This design comes from an exercise in tuning for a short achievable clock period and few clock cycles on the open sky130 flow, not from production work. Where RTL was checked, it was by simulation tests only, not by an equivalence proof against the original. For run 1, only the layout was checked, not whether the RTL still works. No activity file was given, so power comes from the tool's default toggle rates.

<file path="design.v">
module alu(
    input      [15:0] in1,
    input      [15:0] in2,
    input      [15:0] lin1,
    input      [15:0] lin2,
    input      [15:0] dat,
    input             invx,
    input             invy,
    input             ci,
    input      [9:0]  fsel,      
    output     [15:0] out,
    output            c,
    output            o
);
wire [15:0] x = in1;
wire [15:0] y = in2;
wire [16:0] sum = {1'b0, x} + {1'b0, y} + {16'b0, ci};
assign out = ({16{fsel[0]}} & sum[15:0]) |
             ({16{fsel[1]}} & (lin1 & lin2)) |
             ({16{fsel[2]}} & (lin1 | lin2)) |
             ({16{fsel[3]}} & (lin1 ^ lin2)) |
             ({16{fsel[4]}} & ~lin1) |
             ({16{fsel[5]}} & {lin1[14:0], 1'b0}) |
             ({16{fsel[6]}} & {1'b0, lin1[15:1]}) |
             ({16{fsel[7]}} & {lin1[15], lin1[15:1]}) |
             ({16{fsel[8]}} & lin2) |
             ({16{fsel[9]}} & dat);
assign c = (fsel[0] & (sum[16] ^ (invx | invy))) |
           (fsel[5] & lin1[15]) |
           ((fsel[6] | fsel[7]) & lin1[0]);
assign o = (fsel[0] & (x[15] == y[15]) & (x[15] != sum[15])) |
           (fsel[5] & (lin1[14] ^ lin1[15])) |
           (fsel[6] & lin1[15]);
endmodule
module calc_didactic(
        clk,
        rst,
        mem_addr,
        mem_we,
        mem_wdata,
        mem_rdata
    );
input           clk;
input           rst;
output [9:0]    mem_addr;
output          mem_we;
output [15:0]   mem_wdata;
input  [15:0]   mem_rdata;
reg  [9:0]  addr_r;
reg         we_r;
reg  [15:0] wdata_r;
reg         fop;         
reg         arr;         
reg         fdup;        
assign mem_addr  = addr_r;
assign mem_we    = we_r;
assign mem_wdata = wdata_r;
localparam QD = 6;       
reg  [15:0] q [0:QD-1];
reg  [QD-1:0] qv;        
reg  [4:0]  qp [0:QD-1]; 
wire [15:0] q0 = q[0], q1 = q[1], q2 = q[2];
reg  [9:0]  hpc;         
reg  [9:0]  fa;          
reg  [9:0]  fa1;         
reg  [15:0] R [0:7];     
reg         f_lazy;
reg  [15:0] f_raw;
reg  [15:0] f_res;
reg         f_c, f_o;
wire [15:0] F = f_lazy ? {11'b0, ~^f_res, f_res[15], f_res == 16'd0, f_o, f_c} : f_raw;
wire        cf = f_c;    
localparam S_ID = 2'd0, S_W1 = 2'd1, S_W2 = 2'd2;
reg  [1:0]  st;
reg         xv;          
reg         x_alu;       
reg         x_invx, x_invy;  
reg  [1:0]  x_cis;           
reg  [9:0]  x_fsel;          
reg  [15:0] x_a, x_b;
reg         x_ma;        
reg         x_mb;        
reg         x_rwe;       
reg  [2:0]  x_reg;
reg         x_fld;       
reg         x_mwe;       
reg  [9:0]  x_addr;
wire        c0 = q0[0], c1 = q0[1], c2 = q0[2], c3 = q0[3], c5 = q0[5], c6 = q0[6];
wire [2:0]  op3 = {q0[4], q0[5], q0[6]};
wire        d = q0[7];
wire        mod11 = q0[8] & q0[9];
wire        mod10 = q0[8] & ~q0[9];
wire [2:0]  rg = {q0[10], q0[11], q0[12]};
wire [2:0]  rm = {q0[13], q0[14], q0[15]};
wire [3:0]  cond = {q0[4], q0[5], q0[6], q0[7]};
wire [7:0]  off = {q0[8], q0[9], q0[10], q0[11], q0[12], q0[13], q0[14], q0[15]};
wire        is2   = c1;                          
wire        is1   = ~c1 & c3 & ~c0;              
wire        isj   = ~c1 & c3 & c0;               
wire        isf   = ~c1 & ~c3 & c0;              
wire        iss   = ~c1 & ~c3 & ~c0 & c5;        
wire        ismv  = ~c1 & ~c3 & ~c0 & ~c5;       
wire        isjmp = ismv & (op3 == 3'b101);
wire        hasdisp = qp[0][0];
wire        hasimm  = qp[0][1];
wire        lg2 = ~qp[0][2];                             
wire        lg3 = qp[0][4];                              
wire        x_dir = ~x_fsel[0];
wire        idc = (st == S_ID) | ((st == S_W2) & xv & x_dir);       
wire        avail = idc && qv[0] && (~lg2 | qv[1]) && (~lg3 | qv[2]);
wire [15:0] imm = mod10 ? q2 : q1;
wire [2:0]  ia = is1 ? rm : (mod11 ? (d ? rg : rm) : rg);
wire [2:0]  ib = d ? rm : rg;
wire        x_exec = xv & ((st == S_ID) | ((st == S_W2) & x_dir));
wire        x_wreg = x_exec & x_rwe;
wire [15:0] x_val;
wire        fwd_a = x_wreg && x_reg == ia;
wire        fwd_b = x_wreg && x_reg == ib;
wire [15:0] ra = R[ia];
wire [15:0] rb = R[ib];
wire [15:0] is_val = R[3];
wire [15:0] is_dec = is_val - 16'd1;
wire [15:0] is_inc = is_val + 16'd1;
wire [2:0]  eb = {2'b11, rm[1]};
wire [2:0]  ex = {2'b10, rm[0]};
reg  [9:0]  bsum [0:3];
reg         bsum_old;
always @(posedge clk) begin
    bsum[0] <= R[6][9:0] + R[4][9:0];
    bsum[1] <= R[6][9:0] + R[5][9:0];
    bsum[2] <= R[7][9:0] + R[4][9:0];
    bsum[3] <= R[7][9:0] + R[5][9:0];
    bsum_old <= x_wreg & x_reg[2];
end
wire [9:0]  ea_base = rm[2] ? R[rm][9:0] : bsum[{rm[1], rm[0]}];
wire [9:0]  ea = ea_base + (mod10 ? q1[9:0] : 10'd0);
function jcond;
    input [3:0] cc;
    input [4:0] f;       
    reg         b;
    begin
        case (cc[2:0])
            3'd0: b = f[4] | f[2];
            3'd1: b = cc[3] ? f[0] : f[3];       
            3'd2: b = (f[1] ^ f[3]) | f[2];
            3'd3: b = f[1] ^ f[3];
            3'd4: b = f[2];
            3'd5: b = f[1];
            3'd6: b = f[3];
            default: b = f[4];
        endcase
        jcond = b ^ cc[3];
    end
endfunction
wire        jtaken = jcond(cond, F[4:0]);
wire [9:0]  jtarget = hpc + {{2{off[7]}}, off};
wire [9:0]  jtarget1 = hpc + {{2{off[7]}}, off} + 10'd1;
reg         jv;
reg         j_pred;
reg  [3:0]  j_cond;
reg  [9:0]  j_alt;       
reg  [9:0]  j_alt1;      
wire        j_miss = jv & (jcond(j_cond, F[4:0]) ^ j_pred);
reg         d_invx, d_invy;
reg  [1:0]  d_cis;
reg  [9:0]  d_fsel;
always @(*) begin
    d_invx = 1'b0;
    d_invy = 1'b0;
    d_cis = 2'd0;
    d_fsel = 10'b00_0000_0001;
    if (~(is1 | is2)) begin
        d_fsel = x_mb_n ? 10'b10_0000_0000 : 10'b01_0000_0000;   
    end else if (is1) begin
        case (op3)
            3'd0: d_cis = 2'd1;                                  
            3'd1: d_invy = 1'b1;                                 
            3'd2: begin d_invx = 1'b1; d_cis = 2'd1; end         
            3'd3: d_fsel = 10'b00_0001_0000;                         
            3'd4: d_fsel = 10'b00_0010_0000;                         
            3'd5: d_fsel = 10'b00_0100_0000;                         
            3'd6: d_fsel = 10'b00_1000_0000;                         
            default: ;                                           
        endcase
    end else begin
        case (op3)
            3'd1: d_cis = 2'd2;                                  
            3'd2: begin d_invy = 1'b1; d_cis = 2'd1; end         
            3'd3: begin d_invy = 1'b1; d_cis = 2'd3; end         
            3'd4: d_fsel = 10'b00_0000_0010;                         
            3'd5: d_fsel = 10'b00_0000_0100;                         
            3'd6: d_fsel = 10'b00_0000_1000;                         
            default: ;                                           
        endcase
    end
end
wire [15:0] alu_in1 = x_a;      
wire [15:0] alu_in2 = x_b;      
wire [15:0] alu_res;
wire        alu_c, alu_o;
wire        alu_ci = x_cis[1] ? (cf ^ x_cis[0]) : x_cis[0];
wire [15:0] alu_lin1 = (st == S_W2 && x_ma) ? mem_rdata : x_a;
wire [15:0] alu_lin2 = (st == S_W2 && x_mb) ? mem_rdata : x_b;
alu alu(.in1(alu_in1), .in2(alu_in2), .lin1(alu_lin1), .lin2(alu_lin2), .dat(mem_rdata), .invx(x_invx), .invy(x_invy),
        .ci(alu_ci), .fsel(x_fsel), .out(alu_res), .c(alu_c), .o(alu_o));
assign x_val = alu_res;
wire        x_fwe = x_exec & (x_alu | x_fld);        
wire        x_port = x_exec & x_mwe;                 
wire        pushf = isf & ~c6;
wire        popf  = isf & c6;
wire        push  = iss & ~c6;
wire        pop   = iss & c6;
wire        stkreg = mod11 | d;                          
wire        mov   = ismv & ~isjmp;
wire        alu2  = is2 | is1;
wire        mdst  = is1 | ~d | hasimm;                   
wire        id_read  = popf | pop | (push & ~stkreg) | (mov & ~mod11 & ~hasimm & d) | (alu2 & ~mod11);
wire        id_write = pushf | (push & stkreg) | (mov & ~mod11 & (hasimm | ~d));
wire        id_port  = id_read | id_write;
wire [9:0]  id_addr  = (popf | pop) ? is_val[9:0] : (pushf | (push & stkreg)) ? is_dec[9:0] : ea;
wire [15:0] id_wdata = pushf ? F : (mov & hasimm) ? imm : ra;
wire        id_uop   = popf | pop | (push & ~stkreg) | (mov & (mod11 | (~hasimm & d))) | alu2;
wire        id_is    = isf | iss;                        
wire [15:0] id_isv   = (popf | pop) ? is_inc : is_dec;
wire        use_ea = ~mod11 & (alu2 | mov | (iss & ~d));
wire        hz_reg = (use_ea & ~rm[2] & bsum_old) |
                     x_wreg & ((use_ea & (rm[2] ? (x_reg == rm) : (x_reg == eb || x_reg == ex))) |
                               (id_is & (x_reg == 3'd3)) |
                               (isjmp & (x_reg == ia))) |
                     (fwd_a & ((push & stkreg) | (mov & ~mod11 & ~hasimm & ~d)));
wire        hz_flag = x_fwe & pushf;
wire        hz_port = x_port & id_port;
wire        go_q = avail & ~hz_reg & ~hz_flag & ~hz_port;
wire        go = go_q & ~j_miss;
wire        j_defer = go & isj & x_fwe;
wire        x_alu_n = alu2;
wire        x_ma_n  = alu2 & ~mod11 & mdst;
wire        x_mb_n  = popf | pop | (push & ~stkreg) | (mov & ~mod11) | (alu2 & ~mod11 & ~mdst);
wire        x_rwe_n = (pop & stkreg) | mov |
                      (alu2 & (mod11 ? (is1 | c3) : (~mdst & c3)));
wire        x_fld_n = popf;
wire        x_mwe_n = ((pop | push) & ~stkreg) | (alu2 & ~mod11 & mdst & (is1 | c3));
wire [2:0]  x_reg_n = ia;
wire [9:0]  x_addr_n = push ? is_dec[9:0] : ea;
wire [15:0] x_a_n = ra;
wire [15:0] x_b_n = is1 ? 16'd0 : hasimm ? imm : (~mod11 & ~d) ? ra : rb;
wire        x_fb_n = (is2 & ~mod11 & ~hasimm & ~d) ? fwd_a :
                     (((is2 | ismv) & mod11 & ~hasimm) ? fwd_b : 1'b0);
wire        id_exec = (st == S_ID);
wire        e_req   = x_port | (go & id_port);
wire        e_we    = x_port | id_write;
wire [9:0]  e_addr  = x_port ? x_addr : id_addr;
wire [15:0] e_wdata = x_port ? x_val : id_wdata;
wire        is_we   = go & id_is;
wire [15:0] is_nv   = id_isv;
wire        flush   = j_miss | (go & ((isj & ~x_fwe & jtaken) | isjmp));
wire [9:0]  target  = j_miss ? j_alt : isjmp ? R[ia][9:0] : jtarget;
wire [9:0]  target1 = j_miss ? j_alt1 : isjmp ? R[ia][9:0] + 10'd1 : jtarget1;
wire [1:0]  st_n    = idc ? ((go & id_read) ? S_W1 : S_ID) : (st == S_W1) ? S_W2 : S_ID;
wire        xv_n    = idc ? (go & id_uop) : xv;
localparam ICB = 4;      
localparam ICN = 1 << ICB;
reg  [15:0] ic_data [0:ICN-1];
reg  [9-ICB:0] ic_tag [0:ICN-1];
reg  [ICN-1:0] ic_v;
reg         fetched;     
reg  [9:0]  fetch_a;
wire [ICB-1:0] fidx = fa[ICB-1:0];
wire        ic_hit = ic_v[fidx] && (ic_tag[fidx] == fa[9:ICB]);
wire [15:0] ic_word = ic_data[fidx];
wire [ICB-1:0] fidx1 = fa1[ICB-1:0];
wire        ic_hit1 = ic_v[fidx1] && (ic_tag[fidx1] == fa1[9:ICB]);
wire [15:0] ic_word1 = ic_data[fidx1];
wire [ICB-1:0] jidx0 = j_alt[ICB-1:0];
wire [ICB-1:0] jidx1 = j_alt1[ICB-1:0];
wire        jl_hit0 = ic_v[jidx0] && (ic_tag[jidx0] == j_alt[9:ICB]);
wire        jl_hit1 = jl_hit0 && ic_v[jidx1] && (ic_tag[jidx1] == j_alt1[9:ICB]);
wire        jl_ins0 = j_miss & jl_hit0;
wire        jl_ins1 = j_miss & jl_hit1;
wire        arr_n = fop & ~flush & ~(fdup & hit_ins);
wire        hit_ins = ic_hit & (~fop | fdup) & ~arr & ~qv[QD-1];
wire        pfetch = ~e_req & ~flush & ~ic_hit & space;
wire        hit2 = hit_ins & ic_hit1 & ~qv[QD-2];
wire        space = arr ? (fop ? ~qv[QD-3] : ~qv[QD-2]) : (fop ? ~qv[QD-2] : ~qv[QD-1]);
wire        ins = arr | hit_ins;
wire [15:0] ins_word = arr ? mem_rdata : ic_word;
function [4:0] predec;
    input [15:0] w;
    begin
        predec[0] = w[8] & ~w[9] & ~(~w[1] & w[3] & w[0]);                  
        predec[1] = w[2] & (w[1] | (~w[3] & ~w[0] & ~w[5]));                 
        predec[2] = ~predec[0] & ~predec[1];                                 
        predec[3] = predec[0] ^ predec[1];
        predec[4] = predec[0] & predec[1];
    end
endfunction
wire [4:0]  ins_pd = predec(ins_word);
wire [4:0]  ins_pd1 = predec(ic_word1);
reg  [4:0]  nqp [0:QD-1], qps [0:QD-1], qpm [0:QD-1];
reg  [15:0] nq [0:QD-1], qs [0:QD-1], qm [0:QD-1];
reg  [QD-1:0] svs, svm, qvs, qvm, nqv;
wire        m1 = qp[0][2], m2 = qp[0][3], m3 = qp[0][4];
integer     qi;
always @(*) begin
    for (qi = 0; qi < QD; qi = qi + 1) begin
        svs[qi] = qv[qi];
        qs[qi] = q[qi];
        qps[qi] = qp[qi];
        svm[qi] = (m1 & (qi + 1 < QD ? qv[qi + 1] : 1'b0)) |
                  (m2 & (qi + 2 < QD ? qv[qi + 2] : 1'b0)) | (m3 & (qi + 3 < QD ? qv[qi + 3] : 1'b0));
        qm[qi] = ({16{m1}} & q[qi + 1 < QD ? qi + 1 : QD - 1]) |
                 ({16{m2}} & q[qi + 2 < QD ? qi + 2 : QD - 1]) | ({16{m3}} & q[qi + 3 < QD ? qi + 3 : QD - 1]);
        qpm[qi] = ({5{m1}} & qp[qi + 1 < QD ? qi + 1 : QD - 1]) |
                  ({5{m2}} & qp[qi + 2 < QD ? qi + 2 : QD - 1]) | ({5{m3}} & qp[qi + 3 < QD ? qi + 3 : QD - 1]);
    end
    for (qi = 0; qi < QD; qi = qi + 1) begin
        qvs[qi] = svs[qi];
        qvm[qi] = svm[qi];
        if (ins && !svs[qi] && (qi == 0 || svs[qi == 0 ? 0 : qi - 1])) begin
            qs[qi] = ins_word;
            qps[qi] = ins_pd;
            qvs[qi] = 1'b1;
        end
        if (hit2 && qi >= 1 && !svs[qi] && !svs[qi == 0 ? 0 : qi - 1] && (qi == 1 || svs[qi < 2 ? 0 : qi - 2])) begin
            qs[qi] = ic_word1;
            qps[qi] = ins_pd1;
            qvs[qi] = 1'b1;
        end
        if (ins && !svm[qi] && (qi == 0 || svm[qi == 0 ? 0 : qi - 1])) begin
            qm[qi] = ins_word;
            qpm[qi] = ins_pd;
            qvm[qi] = 1'b1;
        end
        if (hit2 && qi >= 1 && !svm[qi] && !svm[qi == 0 ? 0 : qi - 1] && (qi == 1 || svm[qi < 2 ? 0 : qi - 2])) begin
            qm[qi] = ic_word1;
            qpm[qi] = ins_pd1;
            qvm[qi] = 1'b1;
        end
    end
    for (qi = 0; qi < QD; qi = qi + 1) begin
        nq[qi] = go_q ? qm[qi] : qs[qi];
        nqp[qi] = go_q ? qpm[qi] : qps[qi];
    end
    nqv = go_q ? qvm : qvs;
    if (flush) begin
        nqv = {QD{1'b0}};
        if (jl_ins0) begin
            nq[0] = ic_data[jidx0];
            nqp[0] = predec(ic_data[jidx0]);
            nqv[0] = 1'b1;
        end
        if (jl_ins1) begin
            nq[1] = ic_data[jidx1];
            nqp[1] = predec(ic_data[jidx1]);
            nqv[1] = 1'b1;
        end
    end
end
wire [ICB-1:0] widx = addr_r[ICB-1:0];
wire        fill = fetched;
wire [ICB-1:0] fl_idx = fetch_a[ICB-1:0];
wire        w_kill = we_r && ((fill && fl_idx == widx) ? (fetch_a[9:ICB] == addr_r[9:ICB])
                                                       : (ic_tag[widx] == addr_r[9:ICB]));
always @(posedge clk) begin
    if (fill) begin
        ic_data[fl_idx] <= mem_rdata;
        ic_tag[fl_idx] <= fetch_a[9:ICB];
    end
    fetch_a <= addr_r;
    if (rst) begin
        ic_v <= {ICN{1'b0}};
        fetched <= 1'b0;
    end else begin
        fetched <= fop;
        if (fill)
            ic_v[fl_idx] <= 1'b1;
        if (w_kill)
            ic_v[widx] <= 1'b0;
    end
end
always @(posedge clk) begin
    for (qi = 0; qi < QD; qi = qi + 1) begin
        q[qi] <= nq[qi];
        qp[qi] <= nqp[qi];
    end
    if (x_wreg && !(is_we && x_reg == 3'd3))
        R[x_reg] <= x_val;
    if (is_we)
        R[3] <= is_nv;
    if (st == S_W2 && !x_dir) begin
        if (x_ma)
            x_a <= mem_rdata ^ {16{x_invx}};
        if (x_mb)
            x_b <= mem_rdata ^ {16{x_invy}};
    end
    if (idc) begin
        x_alu <= x_alu_n;
        x_invx <= d_invx;
        x_invy <= d_invy;
        x_cis <= d_cis;
        x_fsel <= d_fsel;
        x_a <= (fwd_a ? x_val : x_a_n) ^ {16{d_invx}};
        x_b <= (x_fb_n ? x_val : x_b_n) ^ {16{d_invy}};
        x_ma <= x_ma_n;
        x_mb <= x_mb_n;
        x_rwe <= x_rwe_n;
        x_reg <= x_reg_n;
        x_fld <= x_fld_n;
        x_mwe <= x_mwe_n;
        x_addr <= x_addr_n;
    end
    wdata_r <= e_wdata;          
    if (rst) begin
        qv <= {QD{1'b0}};
        hpc <= 10'd0;
        fa <= 10'd1;
        fa1 <= 10'd2;
        addr_r <= 10'd0;
        we_r <= 1'b0;
        fop <= 1'b1;
        fdup <= 1'b0;
        arr <= 1'b0;
        st <= S_ID;
        xv <= 1'b0;
        jv <= 1'b0;
        f_lazy <= 1'b0;
        f_raw <= 16'd0;
        f_c <= 1'b0;
    end else begin
        qv <= nqv;
        hpc <= flush ? target : go_q ? (m1 ? hpc + 10'd1 : m2 ? hpc + 10'd2 : hpc + 10'd3) : hpc;
        arr <= arr_n;
        st <= st_n;
        xv <= xv_n;
        jv <= j_defer;
        if (j_defer) begin
            j_pred <= 1'b0;
            j_cond <= cond;
            j_alt <= jtarget;
            j_alt1 <= jtarget1;
        end
        if (x_exec && x_fld)
        begin
            f_lazy <= 1'b0;
            f_raw <= mem_rdata;
            f_c <= mem_rdata[0];
        end else if (x_exec && x_alu) begin
            f_lazy <= 1'b1;
            f_res <= alu_res;
            f_c <= alu_c;
            f_o <= alu_o;
        end
        fdup <= ~e_req & flush & ~jl_ins0;
        if (e_req) begin
            addr_r <= e_addr;
            we_r <= e_we;
            fop <= 1'b0;
        end else if (flush && !jl_ins0) begin
            addr_r <= target;
            we_r <= 1'b0;
            fop <= 1'b1;
        end else if (pfetch) begin
            addr_r <= fdup ? fa1 : fa;
            we_r <= 1'b0;
            fop <= 1'b1;
        end else begin
            addr_r <= fa;        
            we_r <= 1'b0;
            fop <= 1'b0;
        end
        if (jl_ins1) begin
            fa <= j_alt1 + 10'd1;
            fa1 <= j_alt1 + 10'd2;
        end else if (jl_ins0) begin
            fa <= j_alt1;
            fa1 <= j_alt1 + 10'd1;
        end else if (flush) begin
            fa <= target;
            fa1 <= target1;
        end else if (hit2 || (fdup && pfetch)) begin
            fa <= fa1 + 10'd1;
            fa1 <= fa1 + 10'd2;
        end else if (hit_ins || fdup || pfetch) begin
            fa <= fa1;
            fa1 <= fa1 + 10'd1;
        end
    end
end
endmodule
</file>
<file path="flow/run.sh">
#!/bin/bash
set -euo pipefail
MARGIN=${MARGIN:-7}
sed -E "s/SETUP_SLACK_MARGIN=[-0-9.]+/SETUP_SLACK_MARGIN=${MARGIN}/" standard.sh > standard_margin.sh
grep -c "SETUP_SLACK_MARGIN=${MARGIN}" standard_margin.sh > margin.txt
bash standard_margin.sh > standard.log 2>&1
</file>
<file path="standard.sh">
#!/bin/bash
# synth_recipe.tcl (not shown) runs the flow's synth.tcl, then flattens the netlist and writes it again
# the make line also repeats each setting of config.mk as NAME=value (left out here)
make -C /OpenROAD-flow-scripts/flow DESIGN_CONFIG=/design/flow/config.mk WORK_HOME=/design/flow/orfs CLKGATE_MAP_FILE= SYNTH_SCRIPT=/design/flow/synth_recipe.tcl "${@:-finish}"
</file>
<file path="config.mk">
export PLATFORM = sky130hd
export DESIGN_NAME = calc_didactic
export DESIGN_NICKNAME = calc_didactic
export VERILOG_FILES = /design/flow/design.v
export SDC_FILE = /design/flow/constraint.sdc
export NUM_CORES = 4
export LEC_CHECK = 0
export ABC_CLOCK_PERIOD_IN_PS = 2000
export CAP_MARGIN = 30
export CORE_MARGIN = 2
export CORE_UTILIZATION = 45
export SETUP_SLACK_MARGIN = 5
export SLEW_MARGIN = 30
</file>
<file path="constraint.sdc">
create_clock -name core_clock -period 10.0 [get_ports {clk}]
set_input_delay 2.0000 -clock core_clock [delete_from_list [all_inputs] [get_ports {clk}]]
set_output_delay 2.0000 -clock core_clock [all_outputs]
set_load 0.01 [all_outputs]
</file>
==> results of run 1 <==
-- stage by stage --
| stage | power, mW | area (um^2) | hold WS, ns | worst slack [ns] |
|---|---|---|---|---|
| 2_1_floorplan | 14.6 | 62400 | 0.392 | 5.88 |
| 3_3_place_gp | 18.3 | 63100 | 0.443 | 4.39 |
| 3_5_place_dp | 18.5 | 63200 | 0.444 | 4.36 |
| 4_1_cts | 26.7 | 77000 | 0.446 | 6.10 |
| 5_1_grt | 30.1 | 80700 | 0.457 | 5.74 |
| 6_report | 29.4 | 80700 | 0.452 | 5.80 |
-- power groups by stage --
stage                     clock (mW)  sequential, mW  combinational, mW
after floorplan                    0            5.59               9.00
after global placement             0            6.13               12.2
after detailed placement           0            6.14               12.4
after CTS                       4.07            6.04               16.6
after global routing            4.22            6.15               19.7
final                           4.08            6.13               19.2
-- per-layer routing --
layer | up-vias | routed length, um
met3 | 1552 | 39800
met2 | 4833 | 113000
met1 | 27457 | 92600
met5 | - | 257
li1 | 21907 | -
met4 | 12 | 23200
-- final timing paths --
check / from / end / slack, ns / depth (start not counted)
min: addr_r[6] / fetch_a[6] / 0.45 / 0
max: flip-flop / q[4][4] / 5.80 / 17
max reg2reg: flip-flop / q[4][4] / 5.80 / 17
min reg2reg: addr_r[6] / fetch_a[6] / 0.45 / 0
-- cells by family (layout without fill, tap and decap cells) --
| logic type | count (synthesis) | in the layout | synth area share [%] |
|---|---|---|---|
| AO/OA/AOI/OAI | 1330 | 1334 | 15.3 |
| flip-flops | 877 | 877 | 40.4 |
| multiplexers | 760 | 762 | 23.2 |
| XOR/XNOR | 247 | 247 | 3.62 |
| buffers and inverters | 654 | 1219 | 4.34 |
| other | 0 | 3 | 0 |
| AND/OR/NAND/NOR | 1288 | 1308 | 9.99 |
| adder cells (fa/ha/maj) | 146 | 146 | 3.15 |
-- cell type report --
cell class / count / area, um^2
fillers: 9856 / 51100
multi-input cells: 3797 / 38700
flip-flops and latches: 877 / 24400
repair buffers: 862 / 11100
clock buffers: 126 / 2750
well taps: 1755 / 2200
clock inverters: 62 / 802
inverters: 163 / 699
repair inverters: 6 / 61.3
diodes: 3 / 7.51
-- repair_timing --
| action | 4_1_cts | 5_1_grt |
|---|---|---|
| setup endpoints to repair | 576 | 567 |
| gates cloned | 102 | 13 |
| pin swaps | 264 | 250 |
| buffers inserted | 467 | 133 |
| resized for setup | 1101 | 477 |
-- worst max-delay path, cell delays in order (launching register included) --
cell and delay [ns]:
dfxtp_4 0.44, buf_12 0.17, mux4_2 0.51, mux4_2 0.61
xnor2_2 0.23, nand2_1 0.10, a21o_4 0.23, nor4_4 0.14
buf_6 0.17, buf_6 0.11, buf_12 0.09, buf_16 0.11
o211ai_1 0.18, buf_4 0.29, buf_16 0.17, o211ai_1 0.07
o21ai_1 0.09, mux2i_1 0.29
-- placed cells by master, fill, tap and decap left out, drive strengths merged, types with 38 or more instances in the layout --
master and instances:
xor2 109, mux4 497, a22oi 48, mux2 68, and2 39, nand2 544, a211oi 194, a21oi 303
nand3 128, xnor2 138, edfxtp 666, mux2i 197, inv 157, dfxtp 211, nor2b 61, ha 138
clkinv 43, nor2 248, clkbuf 142, nor3 67, a311oi 51, a31oi 38, a222oi 73, and3 83
buf 813, o211ai 71, o21ai 268
==> summary.md, run 1 <==
| Metric | Value |
|---|---|
| Final ANT Viol Nets | `0` |
| Crit share post-route | `42.0%` |
| Synthesized cell area | `0.0599 mm^2` |
| Worst-margin pin slew | `1.05 ns` |
| Non-Filler Instances | `7651` |
| Cell internal pwr | `16.0 mW` |
| Clock skew | `0.0742 ns` |
| Unrepaired setup endpoints after global routing | `true` |
| Critical path data arrival time | `4.76 ns` |
| Port Buf Inserts | `44` |
| Synth cell count leaders | `666 x edfxtp_1, 534 x nand2_1, 495 x mux4_2` |
| Worst hold path type | `reg -> reg` |
| VDD IR-drop max | `0.270 mV` |
| Met1 Use GR | `46.6%` |
| Initial antenna violation count | `12` |
| Worst rel slew slack | `30.3%` |
| Vias in the first global route | `51927` |
| Syn-to-layout area delta | `34.6%` |
| CP max FO | `5` |
| Hold_buf cts | `0` |
| Vias/cell | `7.29` |
| Sum Neg Setup Slack | `0 ns` |
| Clock period minus worst slack | `4.20 ns` |
| Via count | `55761` |
| Post-Synthesis Cells | `5302` |
| Crit end category | `flip-flop` |
| I/O pin count | `45` |
| Pwr dens | `365 mW/mm^2` |
| Die area | `0.136 mm^2` |
| Count leader, synth | `edfxtp_1` |
| Dpl hpwl | `142 mm` |
| Max-cap violations | `0` |
| CTS sink cnt | `877` |
| Sequential Power Share | `20.8%` |
| Req. time, crit path | `10.57 ns` |
| Met2 usage | `55.0%` |
| Die Y | `369 um` |
| Drt wl/cell | `35.1 um` |
| First-pass GRT wire length | `370 mm` |
| Main area contributors after synthesis | `edfxtp_1 33%, mux4_2 19%, dfxtp_1 7.0%` |
| GR Util met3 | `13.6%` |
| Syn nets | `5466` |
| Pin count of the biggest net entering global routing | `71` |
| Root buf cell | `clkbuf_16` |
| Max reg flops | `256` |
| H-tree depth | `3` |
| Max-slew violations | `0` |
| Leak Pwr | `29.1 nW` |
| Reg clk slew, reported paths | `0.06 ns` |
| Chip width | `369 um` |
| Avg Synthesized Cell Area | `11.3 um^2` |
| Global route total overflow | `0` |
| Largest registers | `ic_data (256), R (128), ic_tag (96)` |
| Total core area | `0.132 mm^2` |
| Status | `no timing/DRC/antenna violations` |
| CTS Buffer Depth | `3` |
| Starting Density | `45.5%` |
| Psw | `13.5 mW` |
| CTS Buf Count | `100` |
| Post-synth EDFFs | `666` |
| Logic pwr share | `65.3%` |
| Largest register by flop count | `ic_data` |
| DRC viols | `0` |
| Nets | `5971` |
| RD Place Congestion | `0.953` |
| Post-Route Utilization | `61.2%` |
| Sequential area share after synthesis | `40.4%` |
| Drt first-iter violations | `9824` |
| 1st-pass router iterations | `12` |
| Share of the synthesized area in the top cell type | `33.4%` |
| Final wirelength | `268 mm` |
| Layout cells sized above 1 | `42.1%` |
| Final hold violation count | `0` |
| Post-synth top flop | `edfxtp_1` |
| Yosys warns | `10` |
| Max Fclk | `238 MHz` |
| Total GRT Usage | `37.2%` |
| Final Setup Violations | `0` |
| Switching Fraction | `45.8%` |
| Yosys cell types | `110` |
| Asr flop ratio synth | `0%` |
| Core Rows | `133` |
| DP Cell Count | `6742` |
| Worst skew pair latency | `0.78 ns` |
| CTS tree | `done` |
| Clk pwr share | `13.8%` |
| #FFs+latches synth | `877` |
| Busiest grt layer | `met2` |
| Critical Path Start Type | `flip-flop` |
| Cell accounting for the most synthesized area | `edfxtp_1` |
| WS Path Type | `reg -> reg` |
==> run 2, diff against run 1 <==
--- a/design.v
+++ b/design.v
@@ -16,3 +16,5 @@
 wire [15:0] y = in2;
-wire [16:0] sum = {1'b0, x} + {1'b0, y} + {16'b0, ci};
+wire [16:0] sum0 = {1'b0, x} + {1'b0, y};
+wire [16:0] sum1 = {1'b0, x} + {1'b0, y} + 17'd1;
+wire [16:0] sum = ci ? sum1 : sum0;
 assign out = ({16{fsel[0]}} & sum[15:0]) |
==> summary.md, run 2 <==
| Metric | Value |
|---|---|
| Cell accounting for the most synthesized area | `edfxtp_1` |
| Initial antenna violation count | `12 (unchanged)` |
| CP max stage delay | `0.53 ns (-0.08 ns)` |
| Critical Path Start Type | `flip-flop` |
| RD Place Congestion | `0.949 (-0.39%)` |
| Yosys cell types | `101 (-8.2%)` |
| Cell area after placement | `0.0637 mm^2 (+0.78%)` |
| Post-synth top flop | `edfxtp_1` |
| Worst R2R Setup Slack | `5.89 ns (+0.09 ns)` |
| Buf+Inv Stages, Crit Path | `7 (unchanged)` |
| Chip width | `370 um (+0.38%)` |
| Syn-to-layout area delta | `33.3%` |
| Total GRT Usage | `36.9% (-0.33 points)` |
| Worst hold path type | `reg -> reg` |
| 1st-pass router iterations | `13 (+1)` |
| Critical path's slowest cell | `mux4_2` |
| Die Y | `370 um (+0.38%)` |
| Main area contributors after synthesis | `edfxtp_1 33%, mux4_2 19%, dfxtp_1 7.0%` |
| CTS Buf Count | `102 (+2.0%)` |
| Hold path cells | `2 (+2)` |
| I/O pin count | `45 (unchanged)` |
| Asr flop ratio synth | `0% (unchanged)` |
| Worst-margin pin slew | `1.15 ns (+0.102 ns)` |
| Reg clk slew, reported paths | `0.06 ns (about the same)` |
| Top cell family by delay on the critical path | `buffers and inverters` |
| Dpl hpwl | `147 mm (+3.6%)` |
| #FFs+latches synth | `877 (unchanged)` |
| Core Rows | `134 (+0.75%)` |
| DRC viols | `0 (unchanged)` |
| Max Fclk | `243 MHz (+2.1%)` |
| Final ANT Viol Nets | `0 (unchanged)` |
| Leak Pwr | `29.0 nW (-0.26%)` |
| Pin count of the biggest net entering global routing | `98 (+38%)` |
| Layout cells sized above 1 | `40.7% (-1.4 points)` |
| Finished Cell Area | `0.0805 mm^2 (-0.21%)` |
| CTS sink cnt | `877 (unchanged)` |
| Syn nets | `5582 (+2.1%)` |
| Crit share post-route | `41.1% (-0.86 points)` |
| Yosys warns | `10 (unchanged)` |
| R2r endpoint | `qp[3][1]` |
| Count leader, synth | `edfxtp_1` |
| Die area | `0.137 mm^2 (+0.76%)` |
| Worst Hold Path EP | `f_raw[14]` |
| First-pass GRT wire length | `369 mm (-0.14%)` |
| Clock skew | `0.0304 ns (-0.0438 ns)` |
| Synth cell count leaders | `666 x edfxtp_1, 519 x mux4_2, 486 x nand2_1` |
| Post-Synthesis Cells | `5417 (+2.2%)` |
| Total core area | `0.133 mm^2 (+1.1%)` |
| Crit end category | `flip-flop` |
| Worst rel slew slack | `22.7% (-7.6 points)` |
| Req. time, crit path | `10.59 ns (+0.02 ns)` |
| Avg Synthesized Cell Area | `11.1 um^2 (-1.4%)` |
| Most common cell after layout, fill and taps aside | `edfxtp_1` |
| Synthesized cell area | `0.0604 mm^2 (+0.77%)` |
| CTS Buffer Depth | `3 (unchanged)` |
| Min-delay src | `f_raw[14]` |
| CTS tree | `done` |
| Clock period minus worst slack | `4.11 ns (-0.0856 ns)` |
| Max-cap violations | `0 (unchanged)` |
| Sequential area share after synthesis | `40.1% (-0.31 points)` |
| Post-synth EDFFs | `666 (unchanged)` |
| Starting Density | `45.3% (-0.17 points)` |
| Global route total overflow | `0 (unchanged)` |
| Via count | `54523 (-2.2%)` |
| Final hold violation count | `0 (unchanged)` |
| Vias/cell | `6.99 (-4.1%)` |
| WS Path Type | `reg -> reg` |
| Unrepaired setup endpoints after global routing | `true` |
| Largest register by flop count | `ic_data` |
| Largest registers | `ic_data (256), R (128), ic_tag (96)` |
| Critical path data arrival time | `4.70 ns (-0.06 ns)` |
| Pwr dens | `366 mW/mm^2 (+0.42%)` |
| CP max FO | `8 (+3)` |
| R2R cell count | `16 (-1)` |
| Sum Neg Setup Slack | `0 ns (unchanged)` |
| Most frequent cells in the layout | `666 x edfxtp_1, 519 x mux4_2, 438 x nand2_1` |
| Port Buf Inserts | `44 (unchanged)` |
| H-tree depth | `3 (unchanged)` |
| Status | `no timing/DRC/antenna violations` |
| Vias in the first global route | `52043 (+0.22%)` |
| Max-slew violations | `0 (unchanged)` |
| Share of the synthesized area in the top cell type | `33.1% (-0.25 points)` |
| Final wirelength | `260 mm (-3.0%)` |
| Critical path, cell by cell | `buf_6 > mux4_2 > mux4_2 > xnor2_2 > o21ai_4 > a2111oi_4 > nand4bb_4 > buf_12 > nor4b_4 > buf_6 > buf_4 > buf_12 > bufbuf_16 > buf_4 > a211oi_2 > a21oi_1` |
| Root buf cell | `clkbuf_16` |
| Max reg flops | `256 (unchanged)` |
| Worst skew pair latency | `0.76 ns (-0.02 ns)` |
| VDD IR-drop max | `0.278 mV (+3.0%)` |
| Final Setup Violations | `0 (unchanged)` |
| Drt wl/cell | `33.4 um (-4.9%)` |
| Drt first-iter violations | `8928 (-9.1%)` |
| Nets | `6106 (+2.3%)` |
run 2: changes by cell type after synthesis, moves of 26 or more:
| cell | change |
|---|---|
| nand2_1 | -48 |
| a21oi_1 | +51 |
| o21ai_0 | +48 |
| mux2_2 | +26 |
| nor2_1 | +177 |
| a211oi_1 | -67 |
| o21ai_1 | -55 |
| a31oi_1 | +33 |
| and3_1 | -37 |
run 2: area by class of cell:
class	count	area [um^2]
Tap cell	1768	2210
Antenna cell	4	10.0
Clock buffer	127	2700
Inverter	174	793
Sequential cell	877	24300
Clock inverter	66	638
Timing Repair inverter	1	6.26
Fill cell	10131	52800
Multi-Input combinational cell	3928	38900
Timing Repair Buffer	857	10900
run 2: routing by layer:
metal  GRT usage, %  vias to the layer above  wire length [um]  part of all wire, %
met3           11.4                     1146             34400                   13
li1               -                    22236                 -                    -
met2           55.5                     4385            114000                   44
met5              0                        -                52                0.020
met1           45.7                    26748             89500                   34
met4           24.7                        8             22500                  8.6
run 2: where the power goes:
group / switching, mW / internal (mW)
sequential: 0.911 / 5.26
combinational: 10.9 / 8.60
clock: 1.70 / 2.11
run 2: tightest hold or removal path, stage by stage (launching register included):
cell,delay [ns]
dfxtp_1,0.31
nand2_1,0.05
a21oi_1,0.05
run 2: per-stage QoR:
step	instances	setup slack [ns]	util, %	power [mW]	hold WS [ns]
2_1_floorplan	5417	5.82	-	15.0	0.392
3_3_place_gp	6879	4.23	47.7	18.8	0.383
3_5_place_dp	6885	4.20	47.8	19.0	0.369
4_1_cts	7668	6.06	58.5	27.5	0.389
5_1_grt	7800	5.89	60.4	30.4	0.472
6_report	7802	5.89	60.4	29.5	0.460
run 2: kinds of logic (layout without fill, tap and decap cells):
kind of cell    count (synthesis)  in the layout  synth area share [%]
simple gates                 1408           1435                  10.7
fa+ha+maj                     147            147                  3.13
other cells                     0              4                     0
mux                           785            785                  23.9
buf+inv                       646           1225                  4.23
flops                         877            877                  40.1
xor+xnor                      253            253                  3.67
compound gates               1301           1308                  14.2
run 2: worst max path at each step:
stage,from,endpoint,slack (ns),cells after the start
2_1_floorplan,mem_rdata[0],x_a[0],5.82,15
3_3_place_gp,flip-flop,q[3][1],4.23,13
3_5_place_dp,flip-flop,q[3][1],4.20,13
4_1_cts,flip-flop,q[3][9],6.06,15
5_1_grt,flip-flop,q[3][13],5.89,17
6_report,flip-flop,qp[3][1],5.89,16
run 2: repair_timing:
action	4_1_cts	5_1_grt
gates cloned	105	8
pin swaps	362	170
resized for setup	1189	301
buffers inserted	485	120
hold buffers	0	0
endpoints found under the setup margin	557	551
endpoints found under the hold margin	0	0
Testbench counts of run 2, summed over its fixed seeds: cycles 18,030.
==> run 3, diff against run 2 <==
--- a/flow/run.sh
+++ b/flow/run.sh
@@ -2,3 +2,3 @@
 set -euo pipefail
-MARGIN=${MARGIN:-7}
+MARGIN=${MARGIN:-9}
 sed -E "s/SETUP_SLACK_MARGIN=[-0-9.]+/SETUP_SLACK_MARGIN=${MARGIN}/" standard.sh > standard_margin.sh
--- a/config.mk
+++ b/config.mk
@@ -10,3 +10,3 @@
 export CORE_MARGIN = 2
-export CORE_UTILIZATION = 45
+export CORE_UTILIZATION = 40
 export SETUP_SLACK_MARGIN = 5
==> summary.md, run 3 <==
| Metric | Value |
|---|---|
| Final Setup Violations | `0 (unchanged)` |
| Critical path data arrival time | `4.68 ns (-0.02 ns)` |
| FF/Latch Area | `0.0244 mm^2 (+0.32%)` |
| Crit share post-route | `41.0% (-0.13 points)` |
| Yosys cell types | `101 (unchanged)` |
| Req. time, crit path | `10.58 ns (about the same)` |
| H-tree depth | `3 (unchanged)` |
| Unrepaired setup endpoints after global routing | `true` |
| Max Fclk | `244 MHz (+0.32%)` |
| Most frequent cells in the layout | `666 x edfxtp_1, 519 x mux4_2, 456 x buf_4` |
| Crit end category | `flip-flop` |
| Hold_buf cts | `0 (unchanged)` |
| Fillers | `11277 (+11%)` |
| Final ANT Viol Nets | `0 (unchanged)` |
| Largest registers | `ic_data (256), R (128), ic_tag (96)` |
| Compound-cell area share of the yosys netlist | `14.2% (unchanged)` |
| Levels on crit path | `19 (+3)` |
| Pin count of the biggest net entering global routing | `101 (+3.1%)` |
| Layout cells sized above 1 | `47.7% (+7.0 points)` |
| Asr flop ratio synth | `0% (unchanged)` |
| DRC viols | `0 (unchanged)` |
| Setup crit end | `q[3][8]` |
| Synth Area in Simple Gates | `10.7% (unchanged)` |
| CTS Buffer Depth | `3 (unchanged)` |
| Share of the synthesized area in the top cell type | `33.1% (unchanged)` |
| Chip width | `393 um (+6.0%)` |
| Total core area | `0.150 mm^2 (+13%)` |
| Most common cell after layout, fill and taps aside | `edfxtp_1` |
| Worst R2R Setup Slack | `5.90 ns (about the same)` |
| Starting Density | `40.3% (-5.0 points)` |
| Root buf cell | `clkbuf_16` |
| Largest family of logic cells by synthesized area | `multiplexers` |
| Post-synth top flop | `edfxtp_1` |
| Via count | `57309 (+5.1%)` |
| WS Path Type | `reg -> reg` |
| Cell accounting for the most synthesized area | `edfxtp_1` |
| Post-Synthesis Cells | `5417 (unchanged)` |
| R2r endpoint | `q[3][8]` |
| Top cell family by delay on the critical path | `buffers and inverters` |
| Synth cell count leaders | `666 x edfxtp_1, 519 x mux4_2, 486 x nand2_1` |
| Yosys warns | `10 (unchanged)` |
| Count leader, synth | `edfxtp_1` |
| Worst rel slew slack | `5.05% (-18 points)` |
| CTS Buf Count | `103 (+0.98%)` |
| Xor/xnor share of the synthesized area | `3.67% (unchanged)` |
| Largest register by flop count | `ic_data` |
| Adder-cell share of the synthesized area | `3.13% (unchanged)` |
| Leak Pwr | `31.4 nW (+8.3%)` |
| Dpl hpwl | `147 mm (-0.36%)` |
| Global route total overflow | `0 (unchanged)` |
| Total GRT Usage | `34.7% (-2.2 points)` |
| Min-delay src | `addr_r[7]` |
| Avg Synthesized Cell Area | `11.1 um^2 (unchanged)` |
| Max-slew violations | `0 (unchanged)` |
| R2R cell count | `19 (+3)` |
| CTS tree | `done` |
| CP max FO | `7 (-1)` |
| CP max stage delay | `0.50 ns (-0.03 ns)` |
| 1st-pass router iterations | `13 (unchanged)` |
| Final hold violation count | `0 (unchanged)` |
| Critical Path Start Type | `flip-flop` |
| Max-cap violations | `0 (unchanged)` |
| Syn-to-layout area delta | `44.2%` |
| VDD IR-drop max | `0.241 mV (-13%)` |
| Die Y | `393 um (+6.0%)` |
| Worst hold path type | `reg -> reg` |
| Max reg flops | `256 (unchanged)` |
| Post-synth EDFFs | `666 (unchanged)` |
| Core Rows | `142 (+6.0%)` |
| Area of the multi-input gates | `0.0407 mm^2 (+4.6%)` |
| CTS sink cnt | `877 (unchanged)` |
| Vias/cell | `6.89 (-1.4%)` |
| Sum Neg Setup Slack | `0 ns (unchanged)` |
| Buf+Inv Stages, Crit Path | `8 (+1)` |
| Drt first-iter violations | `10005 (+12%)` |
| Die area | `0.154 mm^2 (+12%)` |
| RD Place Congestion | `0.922 (-2.9%)` |
| Mux contribution to synthesized area | `23.9% (unchanged)` |
| Vias in the first global route | `53102 (+2.0%)` |
| Final wirelength | `283 mm (+8.8%)` |
| Synthesized cell area | `0.0604 mm^2 (unchanged)` |
| Pwr dens | `363 mW/mm^2 (-0.96%)` |
| Nets | `6365 (+4.2%)` |
| Clock skew | `0.0528 ns (+0.0224 ns)` |
| Worst-margin pin slew | `1.42 ns (+0.277 ns)` |
| First-pass GRT wire length | `387 mm (+4.7%)` |
| Initial antenna violation count | `17 (+5)` |
| Critical path, cell by cell | `buf_12 > buf_16 > buf_16 > mux4_2 > mux2i_1 > xnor2_1 > o211ai_1 > a2111oi_4 > buf_4 > nand4bb_4 > buf_12 > nor4b_4 > buf_4 > buf_12 > buf_12 > nor2_4 > a21oi_2 > nor2_1 > a31oi_1` |
| Reg clk slew, reported paths | `0.07 ns (about the same)` |
| Critical path's slowest cell | `mux4_2` |
| Drt wl/cell | `34.0 um (+2.0%)` |
| Clock period minus worst slack | `4.10 ns (-0.0131 ns)` |
| Main area contributors after synthesis | `edfxtp_1 33%, mux4_2 19%, dfxtp_1 7.0%` |
| Sequential area share after synthesis | `40.1% (unchanged)` |
| Most frequent CP cell | `buf_12` |
| Worst skew pair latency | `0.77 ns (about the same)` |
| Syn nets | `5582 (unchanged)` |
| Final Hold Slack | `0.435 ns (-0.0245 ns)` |
| #FFs+latches synth | `877 (unchanged)` |
| I/O pin count | `45 (unchanged)` |
| Port Buf Inserts | `44 (unchanged)` |
| Status | `no timing/DRC/antenna violations` |
-- run 3: how the worst min path moves through the flow --
stage / to / slack, ns / cells after the start
CTS: fetch_a[7] / 0.44 / 0
detailed placement: fetch_a[4] / 0.37 / 0
global placement: fetch_a[4] / 0.37 / 0
finish: fetch_a[7] / 0.44 / 0
floorplan: fetch_a[3] / 0.37 / 0
global route: fetch_a[7] / 0.42 / 0
-- run 3: per-layer routing --
metal / global-route usage [%] / up-vias / share of wire, %
met1: 43.1 / 28132 / 33
met3: 9.60 / 1454 / 14
met4: 25.4 / 12 / 10
li1: - / 22808 / -
met5: 0 / - / 0.057
met2: 51.9 / 4903 / 43
-- run 3: cell type report --
cell class	count	area share, %
Clock inverter	62	0.803
Clock buffer	133	3.37
Sequential cell	877	28.0
Inverter	174	0.971
Tap cell	2016	2.90
Timing Repair Buffer	1105	17.1
Multi-Input combinational cell	3937	46.7
Timing Repair inverter	2	0.0417
Antenna cell	11	0.0316
-- run 3: logic make-up (layout without fill, tap and decap cells) --
kind of cell,count (synthesis),count (layout)
other,0,11
AOI/OAI and AO/OA,1301,1307
and+or+nand+nor,1408,1445
muxes,785,785
buffers and inverters,646,1476
xor gates and xnor gates,253,253
DFF,877,877
adders and majority gates,147,147
-- run 3: where the power goes --
| part | switching [mW] | leakage (nW) | total, mW | internal, mW |
|---|---|---|---|---|
| registers | 1.00 | 7.94 | 6.28 | 5.28 |
| logic | 11.8 | 21.7 | 21.2 | 9.42 |
| clock network | 1.77 | 1.78 | 4.12 | 2.35 |
| total | 14.6 | 31.4 | 31.6 | 17.1 |
-- run 3: worst reg2reg max path, stage by stage (launching register included) --
cell and delay [ns]:
dfxtp_4 0.39, buf_12 0.13, buf_16 0.16, buf_16 0.16, mux4_2 0.51, mux2i_1 0.18, xnor2_1 0.14, o211ai_1 0.17
a2111oi_4 0.44, buf_4 0.18, nand4bb_4 0.15, buf_12 0.18, nor4b_4 0.27, buf_4 0.17, buf_12 0.14, buf_12 0.16
nor2_4 0.04, a21oi_2 0.10, nor2_1 0.05, a31oi_1 0.21
-- run 3: what timing repair did --
item	in CTS	in global routing
hold endpoints to repair	0	0
pin swaps	336	311
gates cloned	140	17
buffers inserted	649	190
endpoints found under the setup margin	1457	1505
gates resized for setup	1376	567
-- run 3: per-stage QoR --
step	worst slack [ns]	power (mW)	utilization, %	std cells	instance area [um^2]
6_report	5.90	31.6	58.1	8317	87100
5_1_grt	5.83	32.3	58.1	8308	87100
4_1_cts	6.06	28.5	55.1	8097	82600
3_5_place_dp	4.10	19.2	43.3	7113	64900
3_3_place_gp	3.50	19.1	43.2	7106	64700
2_1_floorplan	5.83	15.4	-	5417	64300

-- what the ideal ports hide --
In the flow no input, the clock included, has a driving cell. The finished layouts below were timed again as built, in two steps. Step 1 sets driving cells, clkbuf_16 on the clock port and buf_2 on the other inputs (assumed; they add their load-dependent delay and slew). Step 2 moves the port delays by t, midway between the first and last clock arrival at a register: inputs arrive t later, outputs are due t later. That takes back most of the time a late clock gives input paths. a / b / c = ideal / step 1 / step 2; a / b = the first two.
run	shift t [ns]	setup WS [ns]	worst hold slack (ns)
run 1	0.816	5.802 / 5.802 / 5.611	0.452 / 0.452 / 0.452
run 2	0.821	5.887 / 5.887 / 5.398	0.460 / 0.460 / 0.460
run 3	0.839	5.900 / 5.900 / 5.162	0.435 / 0.435 / 0.435
After both steps every run listed still meets setup and hold. The setup slack of run 3, which loses most, moves by 0.000 ns with the drivers and by -0.738 ns with both steps.
